Background: an optimization exercise with open tools, aiming at small area, a short achievable clock period and few clock cycles per item. Do not read the settings as production practice. Function not checked in this run: the RTL went through the layout flow alone. Power figures rest on the tool's default switching activity, not on a simulated workload.

<file path="design/flow/design.v">
module ma_blk1(a, b, gl, ge, hs, bg, bp);
  input [0:0] a, b;
  input gl, ge;
  output [0:0] hs;
  output bg, bp;
  wire [1:0] c;
  assign c[0] = gl;
  assign hs[0] = a[0] ^ b[0] ^ c[0];
  assign c[1] = (a[0] & b[0]) | (c[0] & (a[0] ^ b[0]));
  assign bg = c[1] & ~ge;
  assign bp = &hs;
endmodule
module mb_blk1(hs, cb, r);
  input [0:0] hs;
  input cb;
  output [0:0] r;
  assign r[0] = hs[0] ^ cb;
endmodule
module ma_blk4(a, b, gl, ge, hs, bg, bp);
  input [3:0] a, b;
  input gl, ge;
  output [3:0] hs;
  output bg, bp;
  wire [4:0] c;
  assign c[0] = gl;
  assign hs[0] = a[0] ^ b[0] ^ c[0];
  assign c[1] = (a[0] & b[0]) | (c[0] & (a[0] ^ b[0]));
  assign hs[1] = a[1] ^ b[1] ^ c[1];
  assign c[2] = (a[1] & b[1]) | (c[1] & (a[1] ^ b[1]));
  assign hs[2] = a[2] ^ b[2] ^ c[2];
  assign c[3] = (a[2] & b[2]) | (c[2] & (a[2] ^ b[2]));
  assign hs[3] = a[3] ^ b[3] ^ c[3];
  assign c[4] = (a[3] & b[3]) | (c[3] & (a[3] ^ b[3]));
  assign bg = c[4] & ~ge;
  assign bp = &hs;
endmodule
module mb_blk4(hs, cb, r);
  input [3:0] hs;
  input cb;
  output [3:0] r;
  wire f0_1 = hs[1] & hs[0];
  wire f0_3 = hs[3] & hs[2];
  wire f1_2 = hs[2] & f0_1;
  wire f1_3 = f0_3 & f0_1;
  assign r[0] = hs[0] ^ cb;
  assign r[1] = hs[1] ^ (cb & hs[0]);
  assign r[2] = hs[2] ^ (cb & f0_1);
  assign r[3] = hs[3] ^ (cb & f1_2);
endmodule
module ma_low(a, b, x5, l0, l1, c0, c1);
  input [4:0] a, b;
  input x5;
  output [5:0] l0, l1;
  output c0, c1;
  wire [6:0] s0 = {2'b0, a} + {2'b0, b} + {1'b0, x5, 5'b0};
  wire [6:0] s1 = s0 + 7'd19;
  assign l0 = s0[5:0];
  assign l1 = s1[5:0];
  assign c0 = s0[6];
  assign c1 = s1[6];
endmodule
module ma_pre(bg, bp, pg, pp, eg);
  input [62:0] bg, bp;
  output [31:0] pg, pp, eg;
  assign pg[0] = bg[1] | (bp[1] & bg[0]);
  assign pp[0] = bp[1] & bp[0];
  assign eg[0] = bg[0];
  assign pg[1] = bg[3] | (bp[3] & bg[2]);
  assign pp[1] = bp[3] & bp[2];
  assign eg[1] = bg[2];
  assign pg[2] = bg[5] | (bp[5] & bg[4]);
  assign pp[2] = bp[5] & bp[4];
  assign eg[2] = bg[4];
  assign pg[3] = bg[7] | (bp[7] & bg[6]);
  assign pp[3] = bp[7] & bp[6];
  assign eg[3] = bg[6];
  assign pg[4] = bg[9] | (bp[9] & bg[8]);
  assign pp[4] = bp[9] & bp[8];
  assign eg[4] = bg[8];
  assign pg[5] = bg[11] | (bp[11] & bg[10]);
  assign pp[5] = bp[11] & bp[10];
  assign eg[5] = bg[10];
  assign pg[6] = bg[13] | (bp[13] & bg[12]);
  assign pp[6] = bp[13] & bp[12];
  assign eg[6] = bg[12];
  assign pg[7] = bg[15] | (bp[15] & bg[14]);
  assign pp[7] = bp[15] & bp[14];
  assign eg[7] = bg[14];
  assign pg[8] = bg[17] | (bp[17] & bg[16]);
  assign pp[8] = bp[17] & bp[16];
  assign eg[8] = bg[16];
  assign pg[9] = bg[19] | (bp[19] & bg[18]);
  assign pp[9] = bp[19] & bp[18];
  assign eg[9] = bg[18];
  assign pg[10] = bg[21] | (bp[21] & bg[20]);
  assign pp[10] = bp[21] & bp[20];
  assign eg[10] = bg[20];
  assign pg[11] = bg[23] | (bp[23] & bg[22]);
  assign pp[11] = bp[23] & bp[22];
  assign eg[11] = bg[22];
  assign pg[12] = bg[25] | (bp[25] & bg[24]);
  assign pp[12] = bp[25] & bp[24];
  assign eg[12] = bg[24];
  assign pg[13] = bg[27] | (bp[27] & bg[26]);
  assign pp[13] = bp[27] & bp[26];
  assign eg[13] = bg[26];
  assign pg[14] = bg[29] | (bp[29] & bg[28]);
  assign pp[14] = bp[29] & bp[28];
  assign eg[14] = bg[28];
  assign pg[15] = bg[31] | (bp[31] & bg[30]);
  assign pp[15] = bp[31] & bp[30];
  assign eg[15] = bg[30];
  assign pg[16] = bg[33] | (bp[33] & bg[32]);
  assign pp[16] = bp[33] & bp[32];
  assign eg[16] = bg[32];
  assign pg[17] = bg[35] | (bp[35] & bg[34]);
  assign pp[17] = bp[35] & bp[34];
  assign eg[17] = bg[34];
  assign pg[18] = bg[37] | (bp[37] & bg[36]);
  assign pp[18] = bp[37] & bp[36];
  assign eg[18] = bg[36];
  assign pg[19] = bg[39] | (bp[39] & bg[38]);
  assign pp[19] = bp[39] & bp[38];
  assign eg[19] = bg[38];
  assign pg[20] = bg[41] | (bp[41] & bg[40]);
  assign pp[20] = bp[41] & bp[40];
  assign eg[20] = bg[40];
  assign pg[21] = bg[43] | (bp[43] & bg[42]);
  assign pp[21] = bp[43] & bp[42];
  assign eg[21] = bg[42];
  assign pg[22] = bg[45] | (bp[45] & bg[44]);
  assign pp[22] = bp[45] & bp[44];
  assign eg[22] = bg[44];
  assign pg[23] = bg[47] | (bp[47] & bg[46]);
  assign pp[23] = bp[47] & bp[46];
  assign eg[23] = bg[46];
  assign pg[24] = bg[49] | (bp[49] & bg[48]);
  assign pp[24] = bp[49] & bp[48];
  assign eg[24] = bg[48];
  assign pg[25] = bg[51] | (bp[51] & bg[50]);
  assign pp[25] = bp[51] & bp[50];
  assign eg[25] = bg[50];
  assign pg[26] = bg[53] | (bp[53] & bg[52]);
  assign pp[26] = bp[53] & bp[52];
  assign eg[26] = bg[52];
  assign pg[27] = bg[55] | (bp[55] & bg[54]);
  assign pp[27] = bp[55] & bp[54];
  assign eg[27] = bg[54];
  assign pg[28] = bg[57] | (bp[57] & bg[56]);
  assign pp[28] = bp[57] & bp[56];
  assign eg[28] = bg[56];
  assign pg[29] = bg[59] | (bp[59] & bg[58]);
  assign pp[29] = bp[59] & bp[58];
  assign eg[29] = bg[58];
  assign pg[30] = bg[61] | (bp[61] & bg[60]);
  assign pp[30] = bp[61] & bp[60];
  assign eg[30] = bg[60];
  assign pg[31] = bg[62];
  assign pp[31] = bp[62];
  assign eg[31] = bg[62];
endmodule
module mb_carry(pg, pp, eg, hs, c0, c1, y, sel, cb);
  input [31:0] pg, pp, eg;
  input [254:6] hs;
  input c0, c1, y;
  output sel;
  output [62:0] cb;
  wire r0_1g = pg[1] | (pp[1] & pg[0]);
  wire r0_1t = pp[1] & pp[0];
  wire r0_3g = pg[3] | (pp[3] & pg[2]);
  wire r0_3t = pp[3] & pp[2];
  wire r0_5g = pg[5] | (pp[5] & pg[4]);
  wire r0_5t = pp[5] & pp[4];
  wire r0_7g = pg[7] | (pp[7] & pg[6]);
  wire r0_7t = pp[7] & pp[6];
  wire r0_9g = pg[9] | (pp[9] & pg[8]);
  wire r0_9t = pp[9] & pp[8];
  wire r0_11g = pg[11] | (pp[11] & pg[10]);
  wire r0_11t = pp[11] & pp[10];
  wire r0_13g = pg[13] | (pp[13] & pg[12]);
  wire r0_13t = pp[13] & pp[12];
  wire r0_15g = pg[15] | (pp[15] & pg[14]);
  wire r0_15t = pp[15] & pp[14];
  wire r0_17g = pg[17] | (pp[17] & pg[16]);
  wire r0_17t = pp[17] & pp[16];
  wire r0_19g = pg[19] | (pp[19] & pg[18]);
  wire r0_19t = pp[19] & pp[18];
  wire r0_21g = pg[21] | (pp[21] & pg[20]);
  wire r0_21t = pp[21] & pp[20];
  wire r0_23g = pg[23] | (pp[23] & pg[22]);
  wire r0_23t = pp[23] & pp[22];
  wire r0_25g = pg[25] | (pp[25] & pg[24]);
  wire r0_25t = pp[25] & pp[24];
  wire r0_27g = pg[27] | (pp[27] & pg[26]);
  wire r0_27t = pp[27] & pp[26];
  wire r0_29g = pg[29] | (pp[29] & pg[28]);
  wire r0_29t = pp[29] & pp[28];
  wire r0_31g = pg[31] | (pp[31] & pg[30]);
  wire r0_31t = pp[31] & pp[30];
  wire r1_2g = pg[2] | (pp[2] & r0_1g);
  wire r1_2t = pp[2] & r0_1t;
  wire r1_3g = r0_3g | (r0_3t & r0_1g);
  wire r1_3t = r0_3t & r0_1t;
  wire r1_6g = pg[6] | (pp[6] & r0_5g);
  wire r1_6t = pp[6] & r0_5t;
  wire r1_7g = r0_7g | (r0_7t & r0_5g);
  wire r1_7t = r0_7t & r0_5t;
  wire r1_10g = pg[10] | (pp[10] & r0_9g);
  wire r1_10t = pp[10] & r0_9t;
  wire r1_11g = r0_11g | (r0_11t & r0_9g);
  wire r1_11t = r0_11t & r0_9t;
  wire r1_14g = pg[14] | (pp[14] & r0_13g);
  wire r1_14t = pp[14] & r0_13t;
  wire r1_15g = r0_15g | (r0_15t & r0_13g);
  wire r1_15t = r0_15t & r0_13t;
  wire r1_18g = pg[18] | (pp[18] & r0_17g);
  wire r1_18t = pp[18] & r0_17t;
  wire r1_19g = r0_19g | (r0_19t & r0_17g);
  wire r1_19t = r0_19t & r0_17t;
  wire r1_22g = pg[22] | (pp[22] & r0_21g);
  wire r1_22t = pp[22] & r0_21t;
  wire r1_23g = r0_23g | (r0_23t & r0_21g);
  wire r1_23t = r0_23t & r0_21t;
  wire r1_26g = pg[26] | (pp[26] & r0_25g);
  wire r1_26t = pp[26] & r0_25t;
  wire r1_27g = r0_27g | (r0_27t & r0_25g);
  wire r1_27t = r0_27t & r0_25t;
  wire r1_30g = pg[30] | (pp[30] & r0_29g);
  wire r1_30t = pp[30] & r0_29t;
  wire r1_31g = r0_31g | (r0_31t & r0_29g);
  wire r1_31t = r0_31t & r0_29t;
  wire r2_4g = pg[4] | (pp[4] & r1_3g);
  wire r2_4t = pp[4] & r1_3t;
  wire r2_5g = r0_5g | (r0_5t & r1_3g);
  wire r2_5t = r0_5t & r1_3t;
  wire r2_6g = r1_6g | (r1_6t & r1_3g);
  wire r2_6t = r1_6t & r1_3t;
  wire r2_7g = r1_7g | (r1_7t & r1_3g);
  wire r2_7t = r1_7t & r1_3t;
  wire r2_12g = pg[12] | (pp[12] & r1_11g);
  wire r2_12t = pp[12] & r1_11t;
  wire r2_13g = r0_13g | (r0_13t & r1_11g);
  wire r2_13t = r0_13t & r1_11t;
  wire r2_14g = r1_14g | (r1_14t & r1_11g);
  wire r2_14t = r1_14t & r1_11t;
  wire r2_15g = r1_15g | (r1_15t & r1_11g);
  wire r2_15t = r1_15t & r1_11t;
  wire r2_20g = pg[20] | (pp[20] & r1_19g);
  wire r2_20t = pp[20] & r1_19t;
  wire r2_21g = r0_21g | (r0_21t & r1_19g);
  wire r2_21t = r0_21t & r1_19t;
  wire r2_22g = r1_22g | (r1_22t & r1_19g);
  wire r2_22t = r1_22t & r1_19t;
  wire r2_23g = r1_23g | (r1_23t & r1_19g);
  wire r2_23t = r1_23t & r1_19t;
  wire r2_28g = pg[28] | (pp[28] & r1_27g);
  wire r2_28t = pp[28] & r1_27t;
  wire r2_29g = r0_29g | (r0_29t & r1_27g);
  wire r2_29t = r0_29t & r1_27t;
  wire r2_30g = r1_30g | (r1_30t & r1_27g);
  wire r2_30t = r1_30t & r1_27t;
  wire r2_31g = r1_31g | (r1_31t & r1_27g);
  wire r2_31t = r1_31t & r1_27t;
  wire r3_8g = pg[8] | (pp[8] & r2_7g);
  wire r3_8t = pp[8] & r2_7t;
  wire r3_9g = r0_9g | (r0_9t & r2_7g);
  wire r3_9t = r0_9t & r2_7t;
  wire r3_10g = r1_10g | (r1_10t & r2_7g);
  wire r3_10t = r1_10t & r2_7t;
  wire r3_11g = r1_11g | (r1_11t & r2_7g);
  wire r3_11t = r1_11t & r2_7t;
  wire r3_12g = r2_12g | (r2_12t & r2_7g);
  wire r3_12t = r2_12t & r2_7t;
  wire r3_13g = r2_13g | (r2_13t & r2_7g);
  wire r3_13t = r2_13t & r2_7t;
  wire r3_14g = r2_14g | (r2_14t & r2_7g);
  wire r3_14t = r2_14t & r2_7t;
  wire r3_15g = r2_15g | (r2_15t & r2_7g);
  wire r3_15t = r2_15t & r2_7t;
  wire r3_24g = pg[24] | (pp[24] & r2_23g);
  wire r3_24t = pp[24] & r2_23t;
  wire r3_25g = r0_25g | (r0_25t & r2_23g);
  wire r3_25t = r0_25t & r2_23t;
  wire r3_26g = r1_26g | (r1_26t & r2_23g);
  wire r3_26t = r1_26t & r2_23t;
  wire r3_27g = r1_27g | (r1_27t & r2_23g);
  wire r3_27t = r1_27t & r2_23t;
  wire r3_28g = r2_28g | (r2_28t & r2_23g);
  wire r3_28t = r2_28t & r2_23t;
  wire r3_29g = r2_29g | (r2_29t & r2_23g);
  wire r3_29t = r2_29t & r2_23t;
  wire r3_30g = r2_30g | (r2_30t & r2_23g);
  wire r3_30t = r2_30t & r2_23t;
  wire r3_31g = r2_31g | (r2_31t & r2_23g);
  wire r3_31t = r2_31t & r2_23t;
  wire r4_16g = pg[16] | (pp[16] & r3_15g);
  wire r4_16t = pp[16] & r3_15t;
  wire r4_17g = r0_17g | (r0_17t & r3_15g);
  wire r4_17t = r0_17t & r3_15t;
  wire r4_18g = r1_18g | (r1_18t & r3_15g);
  wire r4_18t = r1_18t & r3_15t;
  wire r4_19g = r1_19g | (r1_19t & r3_15g);
  wire r4_19t = r1_19t & r3_15t;
  wire r4_20g = r2_20g | (r2_20t & r3_15g);
  wire r4_20t = r2_20t & r3_15t;
  wire r4_21g = r2_21g | (r2_21t & r3_15g);
  wire r4_21t = r2_21t & r3_15t;
  wire r4_22g = r2_22g | (r2_22t & r3_15g);
  wire r4_22t = r2_22t & r3_15t;
  wire r4_23g = r2_23g | (r2_23t & r3_15g);
  wire r4_23t = r2_23t & r3_15t;
  wire r4_24g = r3_24g | (r3_24t & r3_15g);
  wire r4_24t = r3_24t & r3_15t;
  wire r4_25g = r3_25g | (r3_25t & r3_15g);
  wire r4_25t = r3_25t & r3_15t;
  wire r4_26g = r3_26g | (r3_26t & r3_15g);
  wire r4_26t = r3_26t & r3_15t;
  wire r4_27g = r3_27g | (r3_27t & r3_15g);
  wire r4_27t = r3_27t & r3_15t;
  wire r4_28g = r3_28g | (r3_28t & r3_15g);
  wire r4_28t = r3_28t & r3_15t;
  wire r4_29g = r3_29g | (r3_29t & r3_15g);
  wire r4_29t = r3_29t & r3_15t;
  wire r4_30g = r3_30g | (r3_30t & r3_15g);
  wire r4_30t = r3_30t & r3_15t;
  wire r4_31g = r3_31g | (r3_31t & r3_15g);
  wire r4_31t = r3_31t & r3_15t;
  assign sel = y | r4_31g | (r4_31t & c1);
  wire cin = c0 | (sel & c1);
  assign cb[0] = cin;
  wire et0 = &hs[9:6];
  assign cb[1] = eg[0] | (et0 & cin);
  assign cb[2] = pg[0] | (pp[0] & cin);
  wire et1 = &hs[17:14];
  assign cb[3] = (eg[1] | (et1 & pg[0])) | ((et1 & pp[0]) & cin);
  assign cb[4] = r0_1g | (r0_1t & cin);
  wire et2 = &hs[25:22];
  assign cb[5] = (eg[2] | (et2 & r0_1g)) | ((et2 & r0_1t) & cin);
  assign cb[6] = r1_2g | (r1_2t & cin);
  wire et3 = &hs[33:30];
  assign cb[7] = (eg[3] | (et3 & r1_2g)) | ((et3 & r1_2t) & cin);
  assign cb[8] = r1_3g | (r1_3t & cin);
  wire et4 = &hs[41:38];
  assign cb[9] = (eg[4] | (et4 & r1_3g)) | ((et4 & r1_3t) & cin);
  assign cb[10] = r2_4g | (r2_4t & cin);
  wire et5 = &hs[49:46];
  assign cb[11] = (eg[5] | (et5 & r2_4g)) | ((et5 & r2_4t) & cin);
  assign cb[12] = r2_5g | (r2_5t & cin);
  wire et6 = &hs[57:54];
  assign cb[13] = (eg[6] | (et6 & r2_5g)) | ((et6 & r2_5t) & cin);
  assign cb[14] = r2_6g | (r2_6t & cin);
  wire et7 = &hs[65:62];
  assign cb[15] = (eg[7] | (et7 & r2_6g)) | ((et7 & r2_6t) & cin);
  assign cb[16] = r2_7g | (r2_7t & cin);
  wire et8 = &hs[73:70];
  assign cb[17] = (eg[8] | (et8 & r2_7g)) | ((et8 & r2_7t) & cin);
  assign cb[18] = r3_8g | (r3_8t & cin);
  wire et9 = &hs[81:78];
  assign cb[19] = (eg[9] | (et9 & r3_8g)) | ((et9 & r3_8t) & cin);
  assign cb[20] = r3_9g | (r3_9t & cin);
  wire et10 = &hs[89:86];
  assign cb[21] = (eg[10] | (et10 & r3_9g)) | ((et10 & r3_9t) & cin);
  assign cb[22] = r3_10g | (r3_10t & cin);
  wire et11 = &hs[97:94];
  assign cb[23] = (eg[11] | (et11 & r3_10g)) | ((et11 & r3_10t) & cin);
  assign cb[24] = r3_11g | (r3_11t & cin);
  wire et12 = &hs[105:102];
  assign cb[25] = (eg[12] | (et12 & r3_11g)) | ((et12 & r3_11t) & cin);
  assign cb[26] = r3_12g | (r3_12t & cin);
  wire et13 = &hs[113:110];
  assign cb[27] = (eg[13] | (et13 & r3_12g)) | ((et13 & r3_12t) & cin);
  assign cb[28] = r3_13g | (r3_13t & cin);
  wire et14 = &hs[121:118];
  assign cb[29] = (eg[14] | (et14 & r3_13g)) | ((et14 & r3_13t) & cin);
  assign cb[30] = r3_14g | (r3_14t & cin);
  wire et15 = &hs[129:126];
  assign cb[31] = (eg[15] | (et15 & r3_14g)) | ((et15 & r3_14t) & cin);
  assign cb[32] = r3_15g | (r3_15t & cin);
  wire et16 = &hs[137:134];
  assign cb[33] = (eg[16] | (et16 & r3_15g)) | ((et16 & r3_15t) & cin);
  assign cb[34] = r4_16g | (r4_16t & cin);
  wire et17 = &hs[145:142];
  assign cb[35] = (eg[17] | (et17 & r4_16g)) | ((et17 & r4_16t) & cin);
  assign cb[36] = r4_17g | (r4_17t & cin);
  wire et18 = &hs[153:150];
  assign cb[37] = (eg[18] | (et18 & r4_17g)) | ((et18 & r4_17t) & cin);
  assign cb[38] = r4_18g | (r4_18t & cin);
  wire et19 = &hs[161:158];
  assign cb[39] = (eg[19] | (et19 & r4_18g)) | ((et19 & r4_18t) & cin);
  assign cb[40] = r4_19g | (r4_19t & cin);
  wire et20 = &hs[169:166];
  assign cb[41] = (eg[20] | (et20 & r4_19g)) | ((et20 & r4_19t) & cin);
  assign cb[42] = r4_20g | (r4_20t & cin);
  wire et21 = &hs[177:174];
  assign cb[43] = (eg[21] | (et21 & r4_20g)) | ((et21 & r4_20t) & cin);
  assign cb[44] = r4_21g | (r4_21t & cin);
  wire et22 = &hs[185:182];
  assign cb[45] = (eg[22] | (et22 & r4_21g)) | ((et22 & r4_21t) & cin);
  assign cb[46] = r4_22g | (r4_22t & cin);
  wire et23 = &hs[193:190];
  assign cb[47] = (eg[23] | (et23 & r4_22g)) | ((et23 & r4_22t) & cin);
  assign cb[48] = r4_23g | (r4_23t & cin);
  wire et24 = &hs[201:198];
  assign cb[49] = (eg[24] | (et24 & r4_23g)) | ((et24 & r4_23t) & cin);
  assign cb[50] = r4_24g | (r4_24t & cin);
  wire et25 = &hs[209:206];
  assign cb[51] = (eg[25] | (et25 & r4_24g)) | ((et25 & r4_24t) & cin);
  assign cb[52] = r4_25g | (r4_25t & cin);
  wire et26 = &hs[217:214];
  assign cb[53] = (eg[26] | (et26 & r4_25g)) | ((et26 & r4_25t) & cin);
  assign cb[54] = r4_26g | (r4_26t & cin);
  wire et27 = &hs[225:222];
  assign cb[55] = (eg[27] | (et27 & r4_26g)) | ((et27 & r4_26t) & cin);
  assign cb[56] = r4_27g | (r4_27t & cin);
  wire et28 = &hs[233:230];
  assign cb[57] = (eg[28] | (et28 & r4_27g)) | ((et28 & r4_27t) & cin);
  assign cb[58] = r4_28g | (r4_28t & cin);
  wire et29 = &hs[241:238];
  assign cb[59] = (eg[29] | (et29 & r4_28g)) | ((et29 & r4_28t) & cin);
  assign cb[60] = r4_29g | (r4_29t & cin);
  wire et30 = &hs[249:246];
  assign cb[61] = (eg[30] | (et30 & r4_29g)) | ((et30 & r4_29t) & cin);
  assign cb[62] = r4_30g | (r4_30t & cin);
endmodule
module simple_modular_adder(a,b,clk,rst,out,done);
input [255:0] a,b;
input clk,rst;
output [255:0] out;
output done;
wire [254:6] hs;
wire [62:0] bg, bp;
wire [31:0] pg, pp, eg;
wire [5:0] l0, l1;
wire c0, c1;
ma_low u_low(.a(a[4:0]), .b(b[4:0]), .x5(a[5] ^ b[5]), .l0(l0), .l1(l1), .c0(c0), .c1(c1));
wire [63:0] gb;
assign gb[0] = a[5] & b[5];
assign gb[1] = a[9] & b[9];
assign gb[2] = a[13] & b[13];
assign gb[3] = a[17] & b[17];
assign gb[4] = a[21] & b[21];
assign gb[5] = a[25] & b[25];
assign gb[6] = a[29] & b[29];
assign gb[7] = a[33] & b[33];
assign gb[8] = a[37] & b[37];
assign gb[9] = a[41] & b[41];
assign gb[10] = a[45] & b[45];
assign gb[11] = a[49] & b[49];
assign gb[12] = a[53] & b[53];
assign gb[13] = a[57] & b[57];
assign gb[14] = a[61] & b[61];
assign gb[15] = a[65] & b[65];
assign gb[16] = a[69] & b[69];
assign gb[17] = a[73] & b[73];
assign gb[18] = a[77] & b[77];
assign gb[19] = a[81] & b[81];
assign gb[20] = a[85] & b[85];
assign gb[21] = a[89] & b[89];
assign gb[22] = a[93] & b[93];
assign gb[23] = a[97] & b[97];
assign gb[24] = a[101] & b[101];
assign gb[25] = a[105] & b[105];
assign gb[26] = a[109] & b[109];
assign gb[27] = a[113] & b[113];
assign gb[28] = a[117] & b[117];
assign gb[29] = a[121] & b[121];
assign gb[30] = a[125] & b[125];
assign gb[31] = a[129] & b[129];
assign gb[32] = a[133] & b[133];
assign gb[33] = a[137] & b[137];
assign gb[34] = a[141] & b[141];
assign gb[35] = a[145] & b[145];
assign gb[36] = a[149] & b[149];
assign gb[37] = a[153] & b[153];
assign gb[38] = a[157] & b[157];
assign gb[39] = a[161] & b[161];
assign gb[40] = a[165] & b[165];
assign gb[41] = a[169] & b[169];
assign gb[42] = a[173] & b[173];
assign gb[43] = a[177] & b[177];
assign gb[44] = a[181] & b[181];
assign gb[45] = a[185] & b[185];
assign gb[46] = a[189] & b[189];
assign gb[47] = a[193] & b[193];
assign gb[48] = a[197] & b[197];
assign gb[49] = a[201] & b[201];
assign gb[50] = a[205] & b[205];
assign gb[51] = a[209] & b[209];
assign gb[52] = a[213] & b[213];
assign gb[53] = a[217] & b[217];
assign gb[54] = a[221] & b[221];
assign gb[55] = a[225] & b[225];
assign gb[56] = a[229] & b[229];
assign gb[57] = a[233] & b[233];
assign gb[58] = a[237] & b[237];
assign gb[59] = a[241] & b[241];
assign gb[60] = a[245] & b[245];
assign gb[61] = a[249] & b[249];
assign gb[62] = a[253] & b[253];
assign gb[63] = a[254] & b[254];
ma_blk4 u_a0(.a(a[9:6]), .b(b[9:6]), .gl(gb[0]), .ge(gb[1]), .hs(hs[9:6]), .bg(bg[0]), .bp(bp[0]));
ma_blk4 u_a1(.a(a[13:10]), .b(b[13:10]), .gl(gb[1]), .ge(gb[2]), .hs(hs[13:10]), .bg(bg[1]), .bp(bp[1]));
ma_blk4 u_a2(.a(a[17:14]), .b(b[17:14]), .gl(gb[2]), .ge(gb[3]), .hs(hs[17:14]), .bg(bg[2]), .bp(bp[2]));
ma_blk4 u_a3(.a(a[21:18]), .b(b[21:18]), .gl(gb[3]), .ge(gb[4]), .hs(hs[21:18]), .bg(bg[3]), .bp(bp[3]));
ma_blk4 u_a4(.a(a[25:22]), .b(b[25:22]), .gl(gb[4]), .ge(gb[5]), .hs(hs[25:22]), .bg(bg[4]), .bp(bp[4]));
ma_blk4 u_a5(.a(a[29:26]), .b(b[29:26]), .gl(gb[5]), .ge(gb[6]), .hs(hs[29:26]), .bg(bg[5]), .bp(bp[5]));
ma_blk4 u_a6(.a(a[33:30]), .b(b[33:30]), .gl(gb[6]), .ge(gb[7]), .hs(hs[33:30]), .bg(bg[6]), .bp(bp[6]));
ma_blk4 u_a7(.a(a[37:34]), .b(b[37:34]), .gl(gb[7]), .ge(gb[8]), .hs(hs[37:34]), .bg(bg[7]), .bp(bp[7]));
ma_blk4 u_a8(.a(a[41:38]), .b(b[41:38]), .gl(gb[8]), .ge(gb[9]), .hs(hs[41:38]), .bg(bg[8]), .bp(bp[8]));
ma_blk4 u_a9(.a(a[45:42]), .b(b[45:42]), .gl(gb[9]), .ge(gb[10]), .hs(hs[45:42]), .bg(bg[9]), .bp(bp[9]));
ma_blk4 u_a10(.a(a[49:46]), .b(b[49:46]), .gl(gb[10]), .ge(gb[11]), .hs(hs[49:46]), .bg(bg[10]), .bp(bp[10]));
ma_blk4 u_a11(.a(a[53:50]), .b(b[53:50]), .gl(gb[11]), .ge(gb[12]), .hs(hs[53:50]), .bg(bg[11]), .bp(bp[11]));
ma_blk4 u_a12(.a(a[57:54]), .b(b[57:54]), .gl(gb[12]), .ge(gb[13]), .hs(hs[57:54]), .bg(bg[12]), .bp(bp[12]));
ma_blk4 u_a13(.a(a[61:58]), .b(b[61:58]), .gl(gb[13]), .ge(gb[14]), .hs(hs[61:58]), .bg(bg[13]), .bp(bp[13]));
ma_blk4 u_a14(.a(a[65:62]), .b(b[65:62]), .gl(gb[14]), .ge(gb[15]), .hs(hs[65:62]), .bg(bg[14]), .bp(bp[14]));
ma_blk4 u_a15(.a(a[69:66]), .b(b[69:66]), .gl(gb[15]), .ge(gb[16]), .hs(hs[69:66]), .bg(bg[15]), .bp(bp[15]));
ma_blk4 u_a16(.a(a[73:70]), .b(b[73:70]), .gl(gb[16]), .ge(gb[17]), .hs(hs[73:70]), .bg(bg[16]), .bp(bp[16]));
ma_blk4 u_a17(.a(a[77:74]), .b(b[77:74]), .gl(gb[17]), .ge(gb[18]), .hs(hs[77:74]), .bg(bg[17]), .bp(bp[17]));
ma_blk4 u_a18(.a(a[81:78]), .b(b[81:78]), .gl(gb[18]), .ge(gb[19]), .hs(hs[81:78]), .bg(bg[18]), .bp(bp[18]));
ma_blk4 u_a19(.a(a[85:82]), .b(b[85:82]), .gl(gb[19]), .ge(gb[20]), .hs(hs[85:82]), .bg(bg[19]), .bp(bp[19]));
ma_blk4 u_a20(.a(a[89:86]), .b(b[89:86]), .gl(gb[20]), .ge(gb[21]), .hs(hs[89:86]), .bg(bg[20]), .bp(bp[20]));
ma_blk4 u_a21(.a(a[93:90]), .b(b[93:90]), .gl(gb[21]), .ge(gb[22]), .hs(hs[93:90]), .bg(bg[21]), .bp(bp[21]));
ma_blk4 u_a22(.a(a[97:94]), .b(b[97:94]), .gl(gb[22]), .ge(gb[23]), .hs(hs[97:94]), .bg(bg[22]), .bp(bp[22]));
ma_blk4 u_a23(.a(a[101:98]), .b(b[101:98]), .gl(gb[23]), .ge(gb[24]), .hs(hs[101:98]), .bg(bg[23]), .bp(bp[23]));
ma_blk4 u_a24(.a(a[105:102]), .b(b[105:102]), .gl(gb[24]), .ge(gb[25]), .hs(hs[105:102]), .bg(bg[24]), .bp(bp[24]));
ma_blk4 u_a25(.a(a[109:106]), .b(b[109:106]), .gl(gb[25]), .ge(gb[26]), .hs(hs[109:106]), .bg(bg[25]), .bp(bp[25]));
ma_blk4 u_a26(.a(a[113:110]), .b(b[113:110]), .gl(gb[26]), .ge(gb[27]), .hs(hs[113:110]), .bg(bg[26]), .bp(bp[26]));
ma_blk4 u_a27(.a(a[117:114]), .b(b[117:114]), .gl(gb[27]), .ge(gb[28]), .hs(hs[117:114]), .bg(bg[27]), .bp(bp[27]));
ma_blk4 u_a28(.a(a[121:118]), .b(b[121:118]), .gl(gb[28]), .ge(gb[29]), .hs(hs[121:118]), .bg(bg[28]), .bp(bp[28]));
ma_blk4 u_a29(.a(a[125:122]), .b(b[125:122]), .gl(gb[29]), .ge(gb[30]), .hs(hs[125:122]), .bg(bg[29]), .bp(bp[29]));
ma_blk4 u_a30(.a(a[129:126]), .b(b[129:126]), .gl(gb[30]), .ge(gb[31]), .hs(hs[129:126]), .bg(bg[30]), .bp(bp[30]));
ma_blk4 u_a31(.a(a[133:130]), .b(b[133:130]), .gl(gb[31]), .ge(gb[32]), .hs(hs[133:130]), .bg(bg[31]), .bp(bp[31]));
ma_blk4 u_a32(.a(a[137:134]), .b(b[137:134]), .gl(gb[32]), .ge(gb[33]), .hs(hs[137:134]), .bg(bg[32]), .bp(bp[32]));
ma_blk4 u_a33(.a(a[141:138]), .b(b[141:138]), .gl(gb[33]), .ge(gb[34]), .hs(hs[141:138]), .bg(bg[33]), .bp(bp[33]));
ma_blk4 u_a34(.a(a[145:142]), .b(b[145:142]), .gl(gb[34]), .ge(gb[35]), .hs(hs[145:142]), .bg(bg[34]), .bp(bp[34]));
ma_blk4 u_a35(.a(a[149:146]), .b(b[149:146]), .gl(gb[35]), .ge(gb[36]), .hs(hs[149:146]), .bg(bg[35]), .bp(bp[35]));
ma_blk4 u_a36(.a(a[153:150]), .b(b[153:150]), .gl(gb[36]), .ge(gb[37]), .hs(hs[153:150]), .bg(bg[36]), .bp(bp[36]));
ma_blk4 u_a37(.a(a[157:154]), .b(b[157:154]), .gl(gb[37]), .ge(gb[38]), .hs(hs[157:154]), .bg(bg[37]), .bp(bp[37]));
ma_blk4 u_a38(.a(a[161:158]), .b(b[161:158]), .gl(gb[38]), .ge(gb[39]), .hs(hs[161:158]), .bg(bg[38]), .bp(bp[38]));
ma_blk4 u_a39(.a(a[165:162]), .b(b[165:162]), .gl(gb[39]), .ge(gb[40]), .hs(hs[165:162]), .bg(bg[39]), .bp(bp[39]));
ma_blk4 u_a40(.a(a[169:166]), .b(b[169:166]), .gl(gb[40]), .ge(gb[41]), .hs(hs[169:166]), .bg(bg[40]), .bp(bp[40]));
ma_blk4 u_a41(.a(a[173:170]), .b(b[173:170]), .gl(gb[41]), .ge(gb[42]), .hs(hs[173:170]), .bg(bg[41]), .bp(bp[41]));
ma_blk4 u_a42(.a(a[177:174]), .b(b[177:174]), .gl(gb[42]), .ge(gb[43]), .hs(hs[177:174]), .bg(bg[42]), .bp(bp[42]));
ma_blk4 u_a43(.a(a[181:178]), .b(b[181:178]), .gl(gb[43]), .ge(gb[44]), .hs(hs[181:178]), .bg(bg[43]), .bp(bp[43]));
ma_blk4 u_a44(.a(a[185:182]), .b(b[185:182]), .gl(gb[44]), .ge(gb[45]), .hs(hs[185:182]), .bg(bg[44]), .bp(bp[44]));
ma_blk4 u_a45(.a(a[189:186]), .b(b[189:186]), .gl(gb[45]), .ge(gb[46]), .hs(hs[189:186]), .bg(bg[45]), .bp(bp[45]));
ma_blk4 u_a46(.a(a[193:190]), .b(b[193:190]), .gl(gb[46]), .ge(gb[47]), .hs(hs[193:190]), .bg(bg[46]), .bp(bp[46]));
ma_blk4 u_a47(.a(a[197:194]), .b(b[197:194]), .gl(gb[47]), .ge(gb[48]), .hs(hs[197:194]), .bg(bg[47]), .bp(bp[47]));
ma_blk4 u_a48(.a(a[201:198]), .b(b[201:198]), .gl(gb[48]), .ge(gb[49]), .hs(hs[201:198]), .bg(bg[48]), .bp(bp[48]));
ma_blk4 u_a49(.a(a[205:202]), .b(b[205:202]), .gl(gb[49]), .ge(gb[50]), .hs(hs[205:202]), .bg(bg[49]), .bp(bp[49]));
ma_blk4 u_a50(.a(a[209:206]), .b(b[209:206]), .gl(gb[50]), .ge(gb[51]), .hs(hs[209:206]), .bg(bg[50]), .bp(bp[50]));
ma_blk4 u_a51(.a(a[213:210]), .b(b[213:210]), .gl(gb[51]), .ge(gb[52]), .hs(hs[213:210]), .bg(bg[51]), .bp(bp[51]));
ma_blk4 u_a52(.a(a[217:214]), .b(b[217:214]), .gl(gb[52]), .ge(gb[53]), .hs(hs[217:214]), .bg(bg[52]), .bp(bp[52]));
ma_blk4 u_a53(.a(a[221:218]), .b(b[221:218]), .gl(gb[53]), .ge(gb[54]), .hs(hs[221:218]), .bg(bg[53]), .bp(bp[53]));
ma_blk4 u_a54(.a(a[225:222]), .b(b[225:222]), .gl(gb[54]), .ge(gb[55]), .hs(hs[225:222]), .bg(bg[54]), .bp(bp[54]));
ma_blk4 u_a55(.a(a[229:226]), .b(b[229:226]), .gl(gb[55]), .ge(gb[56]), .hs(hs[229:226]), .bg(bg[55]), .bp(bp[55]));
ma_blk4 u_a56(.a(a[233:230]), .b(b[233:230]), .gl(gb[56]), .ge(gb[57]), .hs(hs[233:230]), .bg(bg[56]), .bp(bp[56]));
ma_blk4 u_a57(.a(a[237:234]), .b(b[237:234]), .gl(gb[57]), .ge(gb[58]), .hs(hs[237:234]), .bg(bg[57]), .bp(bp[57]));
ma_blk4 u_a58(.a(a[241:238]), .b(b[241:238]), .gl(gb[58]), .ge(gb[59]), .hs(hs[241:238]), .bg(bg[58]), .bp(bp[58]));
ma_blk4 u_a59(.a(a[245:242]), .b(b[245:242]), .gl(gb[59]), .ge(gb[60]), .hs(hs[245:242]), .bg(bg[59]), .bp(bp[59]));
ma_blk4 u_a60(.a(a[249:246]), .b(b[249:246]), .gl(gb[60]), .ge(gb[61]), .hs(hs[249:246]), .bg(bg[60]), .bp(bp[60]));
ma_blk4 u_a61(.a(a[253:250]), .b(b[253:250]), .gl(gb[61]), .ge(gb[62]), .hs(hs[253:250]), .bg(bg[61]), .bp(bp[61]));
ma_blk1 u_a62(.a(a[254:254]), .b(b[254:254]), .gl(gb[62]), .ge(gb[63]), .hs(hs[254:254]), .bg(bg[62]), .bp(bp[62]));
ma_pre u_p(.bg(bg), .bp(bp), .pg(pg), .pp(pp), .eg(eg));
reg [254:6] hs_r;
reg [31:0] pg_r, pp_r, eg_r;
reg [5:0] l0_r, l1_r;
reg c0_r, c1_r, y_r;
always @(posedge clk) begin
  hs_r <= hs;
  pg_r <= pg;
  pp_r <= pp;
  eg_r <= eg;
  l0_r <= l0;
  l1_r <= l1;
  c0_r <= c0;
  c1_r <= c1;
  y_r <= gb[63];
end
wire sel;
wire [62:0] cb;
wire [254:0] r;
mb_carry u_c(.pg(pg_r), .pp(pp_r), .eg(eg_r), .hs(hs_r), .c0(c0_r), .c1(c1_r), .y(y_r), .sel(sel), .cb(cb));
assign r[5:0] = sel ? l1_r : l0_r;
mb_blk4 u_b0(.hs(hs_r[9:6]), .cb(cb[0]), .r(r[9:6]));
mb_blk4 u_b1(.hs(hs_r[13:10]), .cb(cb[1]), .r(r[13:10]));
mb_blk4 u_b2(.hs(hs_r[17:14]), .cb(cb[2]), .r(r[17:14]));
mb_blk4 u_b3(.hs(hs_r[21:18]), .cb(cb[3]), .r(r[21:18]));
mb_blk4 u_b4(.hs(hs_r[25:22]), .cb(cb[4]), .r(r[25:22]));
mb_blk4 u_b5(.hs(hs_r[29:26]), .cb(cb[5]), .r(r[29:26]));
mb_blk4 u_b6(.hs(hs_r[33:30]), .cb(cb[6]), .r(r[33:30]));
mb_blk4 u_b7(.hs(hs_r[37:34]), .cb(cb[7]), .r(r[37:34]));
mb_blk4 u_b8(.hs(hs_r[41:38]), .cb(cb[8]), .r(r[41:38]));
mb_blk4 u_b9(.hs(hs_r[45:42]), .cb(cb[9]), .r(r[45:42]));
mb_blk4 u_b10(.hs(hs_r[49:46]), .cb(cb[10]), .r(r[49:46]));
mb_blk4 u_b11(.hs(hs_r[53:50]), .cb(cb[11]), .r(r[53:50]));
mb_blk4 u_b12(.hs(hs_r[57:54]), .cb(cb[12]), .r(r[57:54]));
mb_blk4 u_b13(.hs(hs_r[61:58]), .cb(cb[13]), .r(r[61:58]));
mb_blk4 u_b14(.hs(hs_r[65:62]), .cb(cb[14]), .r(r[65:62]));
mb_blk4 u_b15(.hs(hs_r[69:66]), .cb(cb[15]), .r(r[69:66]));
mb_blk4 u_b16(.hs(hs_r[73:70]), .cb(cb[16]), .r(r[73:70]));
mb_blk4 u_b17(.hs(hs_r[77:74]), .cb(cb[17]), .r(r[77:74]));
mb_blk4 u_b18(.hs(hs_r[81:78]), .cb(cb[18]), .r(r[81:78]));
mb_blk4 u_b19(.hs(hs_r[85:82]), .cb(cb[19]), .r(r[85:82]));
mb_blk4 u_b20(.hs(hs_r[89:86]), .cb(cb[20]), .r(r[89:86]));
mb_blk4 u_b21(.hs(hs_r[93:90]), .cb(cb[21]), .r(r[93:90]));
mb_blk4 u_b22(.hs(hs_r[97:94]), .cb(cb[22]), .r(r[97:94]));
mb_blk4 u_b23(.hs(hs_r[101:98]), .cb(cb[23]), .r(r[101:98]));
mb_blk4 u_b24(.hs(hs_r[105:102]), .cb(cb[24]), .r(r[105:102]));
mb_blk4 u_b25(.hs(hs_r[109:106]), .cb(cb[25]), .r(r[109:106]));
mb_blk4 u_b26(.hs(hs_r[113:110]), .cb(cb[26]), .r(r[113:110]));
mb_blk4 u_b27(.hs(hs_r[117:114]), .cb(cb[27]), .r(r[117:114]));
mb_blk4 u_b28(.hs(hs_r[121:118]), .cb(cb[28]), .r(r[121:118]));
mb_blk4 u_b29(.hs(hs_r[125:122]), .cb(cb[29]), .r(r[125:122]));
mb_blk4 u_b30(.hs(hs_r[129:126]), .cb(cb[30]), .r(r[129:126]));
mb_blk4 u_b31(.hs(hs_r[133:130]), .cb(cb[31]), .r(r[133:130]));
mb_blk4 u_b32(.hs(hs_r[137:134]), .cb(cb[32]), .r(r[137:134]));
mb_blk4 u_b33(.hs(hs_r[141:138]), .cb(cb[33]), .r(r[141:138]));
mb_blk4 u_b34(.hs(hs_r[145:142]), .cb(cb[34]), .r(r[145:142]));
mb_blk4 u_b35(.hs(hs_r[149:146]), .cb(cb[35]), .r(r[149:146]));
mb_blk4 u_b36(.hs(hs_r[153:150]), .cb(cb[36]), .r(r[153:150]));
mb_blk4 u_b37(.hs(hs_r[157:154]), .cb(cb[37]), .r(r[157:154]));
mb_blk4 u_b38(.hs(hs_r[161:158]), .cb(cb[38]), .r(r[161:158]));
mb_blk4 u_b39(.hs(hs_r[165:162]), .cb(cb[39]), .r(r[165:162]));
mb_blk4 u_b40(.hs(hs_r[169:166]), .cb(cb[40]), .r(r[169:166]));
mb_blk4 u_b41(.hs(hs_r[173:170]), .cb(cb[41]), .r(r[173:170]));
mb_blk4 u_b42(.hs(hs_r[177:174]), .cb(cb[42]), .r(r[177:174]));
mb_blk4 u_b43(.hs(hs_r[181:178]), .cb(cb[43]), .r(r[181:178]));
mb_blk4 u_b44(.hs(hs_r[185:182]), .cb(cb[44]), .r(r[185:182]));
mb_blk4 u_b45(.hs(hs_r[189:186]), .cb(cb[45]), .r(r[189:186]));
mb_blk4 u_b46(.hs(hs_r[193:190]), .cb(cb[46]), .r(r[193:190]));
mb_blk4 u_b47(.hs(hs_r[197:194]), .cb(cb[47]), .r(r[197:194]));
mb_blk4 u_b48(.hs(hs_r[201:198]), .cb(cb[48]), .r(r[201:198]));
mb_blk4 u_b49(.hs(hs_r[205:202]), .cb(cb[49]), .r(r[205:202]));
mb_blk4 u_b50(.hs(hs_r[209:206]), .cb(cb[50]), .r(r[209:206]));
mb_blk4 u_b51(.hs(hs_r[213:210]), .cb(cb[51]), .r(r[213:210]));
mb_blk4 u_b52(.hs(hs_r[217:214]), .cb(cb[52]), .r(r[217:214]));
mb_blk4 u_b53(.hs(hs_r[221:218]), .cb(cb[53]), .r(r[221:218]));
mb_blk4 u_b54(.hs(hs_r[225:222]), .cb(cb[54]), .r(r[225:222]));
mb_blk4 u_b55(.hs(hs_r[229:226]), .cb(cb[55]), .r(r[229:226]));
mb_blk4 u_b56(.hs(hs_r[233:230]), .cb(cb[56]), .r(r[233:230]));
mb_blk4 u_b57(.hs(hs_r[237:234]), .cb(cb[57]), .r(r[237:234]));
mb_blk4 u_b58(.hs(hs_r[241:238]), .cb(cb[58]), .r(r[241:238]));
mb_blk4 u_b59(.hs(hs_r[245:242]), .cb(cb[59]), .r(r[245:242]));
mb_blk4 u_b60(.hs(hs_r[249:246]), .cb(cb[60]), .r(r[249:246]));
mb_blk4 u_b61(.hs(hs_r[253:250]), .cb(cb[61]), .r(r[253:250]));
mb_blk1 u_b62(.hs(hs_r[254:254]), .cb(cb[62]), .r(r[254:254]));
reg [254:0] res;
reg st, dn;
always @(posedge clk) begin
  res <= r;
  st <= rst;
  dn <= st & ~rst;
end
assign out = {1'b0, res};
assign done = dn;
endmodule
</file>
<file path="design/flow/flow/run.sh">
#!/bin/bash
# Layout flow: the standard ORFS flow (standard.sh), run on a config (own.mk) that
# includes the standard flow's config.mk and adds two settings:
#  - the port buffers are the smallest plain buffer, sky130_fd_sc_hd__buf_1, instead of
#    the delay cell buffer_ports picks by default (every port still gets its buffer);
#  - slow cells with long PMOS stacks (3- and 4-input OR/NOR and some complex AOI/OAI
#    gates) are added to the platform's don't-use list.
# Synthesis, registers, floorplan, power grid, tap cells, CTS and routing are the standard
# flow's. The make output goes to standard.log; ORFS keeps each step's log under orfs/logs.
set -euo pipefail
here=$(pwd)
cat > own.mk <<EOM
include $here/config.mk
export BUFFER_PORTS_ARGS = -buffer_cell sky130_fd_sc_hd__buf_1
export DONT_USE_CELLS = sky130_fd_sc_hd__nor3_1 sky130_fd_sc_hd__nor3_2 sky130_fd_sc_hd__nor3_4 sky130_fd_sc_hd__nor3b_1 sky130_fd_sc_hd__nor3b_2 sky130_fd_sc_hd__nor3b_4 sky130_fd_sc_hd__nor4_1 sky130_fd_sc_hd__nor4_2 sky130_fd_sc_hd__nor4_4 sky130_fd_sc_hd__nor4b_1 sky130_fd_sc_hd__nor4b_2 sky130_fd_sc_hd__nor4b_4 sky130_fd_sc_hd__nor4bb_1 sky130_fd_sc_hd__nor4bb_2 sky130_fd_sc_hd__nor4bb_4 sky130_fd_sc_hd__or3_1 sky130_fd_sc_hd__or3_2 sky130_fd_sc_hd__or3_4 sky130_fd_sc_hd__or3b_1 sky130_fd_sc_hd__or3b_2 sky130_fd_sc_hd__or3b_4 sky130_fd_sc_hd__or4_1 sky130_fd_sc_hd__or4_2 sky130_fd_sc_hd__or4_4 sky130_fd_sc_hd__or4b_1 sky130_fd_sc_hd__or4b_2 sky130_fd_sc_hd__or4b_4 sky130_fd_sc_hd__or4bb_1 sky130_fd_sc_hd__or4bb_2 sky130_fd_sc_hd__or4bb_4  sky130_fd_sc_hd__a2111o_1 sky130_fd_sc_hd__a2111o_2 sky130_fd_sc_hd__a2111o_4 sky130_fd_sc_hd__a2111oi_0 sky130_fd_sc_hd__a2111oi_1 sky130_fd_sc_hd__a2111oi_2 sky130_fd_sc_hd__a2111oi_4 sky130_fd_sc_hd__a222oi_1 sky130_fd_sc_hd__a2bb2o_1 sky130_fd_sc_hd__a2bb2o_2 sky130_fd_sc_hd__a2bb2o_4 sky130_fd_sc_hd__a2bb2oi_1 sky130_fd_sc_hd__a2bb2oi_2 sky130_fd_sc_hd__a2bb2oi_4 sky130_fd_sc_hd__a311o_1 sky130_fd_sc_hd__a311o_2 sky130_fd_sc_hd__a311o_4 sky130_fd_sc_hd__a311oi_1 sky130_fd_sc_hd__a311oi_2 sky130_fd_sc_hd__a311oi_4 sky130_fd_sc_hd__a32o_1 sky130_fd_sc_hd__a32o_2 sky130_fd_sc_hd__a32o_4 sky130_fd_sc_hd__a32oi_1 sky130_fd_sc_hd__a32oi_2 sky130_fd_sc_hd__a32oi_4 sky130_fd_sc_hd__a41o_1 sky130_fd_sc_hd__a41o_2 sky130_fd_sc_hd__a41o_4 sky130_fd_sc_hd__a41oi_1 sky130_fd_sc_hd__a41oi_2 sky130_fd_sc_hd__a41oi_4 sky130_fd_sc_hd__o2111a_1 sky130_fd_sc_hd__o2111a_2 sky130_fd_sc_hd__o2111a_4 sky130_fd_sc_hd__o2111ai_1 sky130_fd_sc_hd__o2111ai_2 sky130_fd_sc_hd__o2111ai_4 sky130_fd_sc_hd__o2bb2a_1 sky130_fd_sc_hd__o2bb2a_2 sky130_fd_sc_hd__o2bb2a_4 sky130_fd_sc_hd__o2bb2ai_1 sky130_fd_sc_hd__o2bb2ai_2 sky130_fd_sc_hd__o2bb2ai_4 sky130_fd_sc_hd__o311a_1 sky130_fd_sc_hd__o311a_2 sky130_fd_sc_hd__o311a_4 sky130_fd_sc_hd__o311ai_0 sky130_fd_sc_hd__o311ai_1 sky130_fd_sc_hd__o311ai_2 sky130_fd_sc_hd__o311ai_4 sky130_fd_sc_hd__o32a_1 sky130_fd_sc_hd__o32a_2 sky130_fd_sc_hd__o32a_4 sky130_fd_sc_hd__o32ai_1 sky130_fd_sc_hd__o32ai_2 sky130_fd_sc_hd__o32ai_4 sky130_fd_sc_hd__o41a_1 sky130_fd_sc_hd__o41a_2 sky130_fd_sc_hd__o41a_4 sky130_fd_sc_hd__o41ai_1 sky130_fd_sc_hd__o41ai_2 sky130_fd_sc_hd__o41ai_4 
EOM
sed "s#DESIGN_CONFIG=[^ ]*#DESIGN_CONFIG=$here/own.mk#" standard.sh > own.sh
bash own.sh > standard.log 2>&1
</file>
<file path="design/flow/standard.sh">
#!/bin/bash
# synth_recipe.tcl (not shown) runs the flow's synth.tcl, then flattens the netlist and writes it again
# the make line also repeats each setting of config.mk as NAME=value (left out here)
make -C /OpenROAD-flow-scripts/flow DESIGN_CONFIG=/design/flow/config.mk WORK_HOME=/design/flow/orfs CLKGATE_MAP_FILE= SYNTH_SCRIPT=/design/flow/synth_recipe.tcl "${@:-finish}"
</file>
<file path="design/flow/config.mk">
export PLATFORM = sky130hd
export DESIGN_NAME = simple_modular_adder
export DESIGN_NICKNAME = simple_modular_adder
export VERILOG_FILES = /design/flow/design.v
export SDC_FILE = /design/flow/constraint.sdc
export NUM_CORES = 4
export LEC_CHECK = 0
export CAP_MARGIN = 20
export CORE_MARGIN = 2
export CORE_UTILIZATION = 40
export CTS_CLUSTER_DIAMETER = 60
export CTS_CLUSTER_SIZE = 25
export SETUP_SLACK_MARGIN = 2.3
export SLEW_MARGIN = 20
export SYNTH_HIERARCHICAL = 1
</file>
<file path="design/flow/constraint.sdc">
create_clock -name core_clock -period 5.0 [get_ports {clk}]
set_input_delay 1.0000 -clock core_clock [delete_from_list [all_inputs] [get_ports {clk}]]
set_output_delay 1.0000 -clock core_clock [all_outputs]
set_load 0.01 [all_outputs]
</file>
==> results by group <==
Timing
  • Final worst path period share: 55.68%
  • Final Hold Vio Count: 0
  • Slew headroom: 64.77%
  • Clk_skew: 0.03593 ns
  • Fin Setup TNS: 0 ns
  • Fmax: 359.2 MHz
  • Worst-Margin Slew: 0.5306 ns
  • Final Max Slew Viols: 0
  • Final worst path period need: 2.784 ns
  • RSZ-0062 raised after global routing: true
  • # setup viols final: 0
  • Worst setup margin: 2.216 ns

Finish
  • Share of layout cells above drive strength 1: about a fifth
  • Area Overhead vs Synth: 28.71%
  • Final Util: 51.86%
  • Final #Nets: 3719

Die
  • I/O Pins: 771
  • Core ar.: 0.06274 mm2
  • Initial core utilization: 40.30%
  • Die width: 255.4 um
  • Die Height: 255.4 um
  • Die Area: 0.06522 mm2
  • FP Rows: a little over 90

Critical path
  • Crit Path Max Fanout: 2
  • Reg2Reg Depth: 12
  • Critical path class: in -> reg
  • CP max stage cell: fa_1
  • Slowest stage delay, CP: around 0.44 ns
  • Crit path depth: 9
  • Cell mode on critical path: fa_2
  • CP endpoint kind: flip-flop
  • Buf/Inv on CP: 2
  • Crit path DAT: 3.29 ns
  • Worst-path cell chain: buf_1 > and2_4 > fa_2 > fa_2 > fa_2 > inv_2 > fa_1 > and4b_1 > a21o_1
  • CP Data Required Time: between 5 and 6 ns
  • Startpoint type of the worst setup path: primary input
  • CP delay by family, top: adder cells

Drt
  • Drt initial violations: 531
  • Drt pass-1 iters: 5
  • DR DRC count: 0
  • Vias: 17370
  • DRT Wirelength: 71910 um
  • Antenna Nets Post-Route: 0
  • Vias per cell: 4.606
  • Routed len/inst: 19.07 um

Clock tree
  • H-tree levels: 2
  • Hold Buf Count CTS: 0
  • TritonCTS clock tree: built
  • Clock Tree Buf Depth: 3
  • Total CTS buffers: 44
  • Cell chosen for the clock root: clkbuf_16
  • Skew-Pair Late Insertion Delay: 0.59 ns
  • Reg clk slew, reported paths: 0.10 ns
  • # clock sinks: around 620

Worst hold path
  • Worst Hold Depth: 1
  • Worst Hold Class: reg -> reg

Synthesis
  • Syn Inst Count: 2044
  • Avg Inst Size Synth: 12.37 um2
  • Synth Net Count: 2877
  • Synthesized area: between 0.02 and 0.03 mm2
  • YS warnings: 7

Placement
  • GP Congestion: between 1 and 1.5
  • IO buf count: 767
  • Dpl hpwl: 61610 um
  • DP Worst Slack: 1.455 ns

GRT
  • Antenna violations before repair: 9
  • Largest net degree at the start of global routing: 26
  • First-pass GRT wire length: 108600 um
  • GRT overflow: 0
  • Total track usage: 21.80%
  • Vias in the first global route: 18770

Run status
  • Run status: finished clean

Power and ir drop
  • Pleak: approximately 14 nW
  • Peak supply drop: around 240 uV
  • Pwr dens: 420.6 mW/mm2

Job
  • Max cap viols: 0
[flip-flops by register name (all words and copies together), names as in the netlist]
register,cells
pp_r,32
st,1
c0_r,1
c1_r,1
pg_r,32
dn,1
hs_r,249
l1_r,6
eg_r,31
l0_r,6
y_r,1
res,255
[area by class of cell]
| class | instances | area (um2) |
|---|---|---|
| Tap cell | 846 | 1059 |
| Timing Repair Buffer | 835 | 3620 |
| Sequential cell | 616 | 12360 |
| Fill cell | 5695 | 30200 |
| Clock inverter | 29 | 444.2 |
| Antenna cell | 6 | 15.01 |
| Inverter | 264 | 1001 |
| Multi-Input combinational cell | 1125 | 12870 |
| Clock buffer | 49 | 1171 |
[power by group]
group          internal [mW]  total (mW)  switching, mW
Sequential              5.99        6.54          0.553
Clock                   2.06        3.98           1.91
Combinational           1.38        3.17           1.79
[layer usage]
metal,GRT usage (%),share of wire (%)
met1,23.59,37
met2,39.99,53
met3,5.923,6.4
met4,8.889,3.9
met5,0,0.060
[through the flow]
step                hold WS, ns  std cells  cell area [um2]  power, mW
floorplan                0.4056       2044            25740      8.122
CTS                      0.4225       3719            31560      13.67
detailed placement       0.4199       3618            29390      9.581
global route             0.4281       3769            32540      14.42
global placement         0.4094       3618            29390      9.518
finish                   0.4219       3770            32540      13.68
[final timing paths]
check,slack (ns),start,to
worst max-delay path,2.22,a[65],pg_r[7]
worst min-delay path,0.42,hs_r[29],res[29]
worst max register to register,2.31,pp_r[21],res[125]
worst min register to register,0.42,hs_r[29],res[29]
[placed cells by master, fill, tap and decap left out, types with 14 or more instances in the layout]
cell type	count
dfxtp_1	600
and2_1	32
and4b_1	60
a21o_1	65
clkbuf_16	45
and2_4	67
inv_1	214
fa_1	75
xnor2_1	123
nor2_1	81
buf_6	25
ha_1	58
nand2_1	14
a21oi_1	16
buf_4	56
inv_2	48
and4_1	25
xor2_1	64
fa_2	175
nand4_1	71
nand3_1	59
buf_1	744
[what timing repair did]
item / 4_1_cts / 5_1_grt
cloned: 0 / 0
setup buffers: 23 / 45
gates resized for setup: 121 / 162
pin swaps: 34 / 93
endpoints found under the setup margin: 251 / 202

## port drivers added, routing unchanged
The results above use ideal ports. As a check the final layout listed here was re-extracted and re-timed, cells and wires unchanged. Step 1, drivers: a clkbuf_16 drives clk and a buf_2 each remaining input, both assumed. Step 2 times the ports against the registers' clock, not the clock port: input delays grow and output delays shrink by t, the midpoint of the rising clock arrivals with the driver on. Three values: ideal ports, drivers, drivers and shift; two values: the first two.
t, ns: 0.630
setup WS [ns]: 2.216 / 2.246 / 1.616
worst setup path at the end: input to register
After both steps this run still meets setup and hold. For this run, drivers alone change the setup slack by +0.030 ns; drivers and shift together by -0.600 ns.
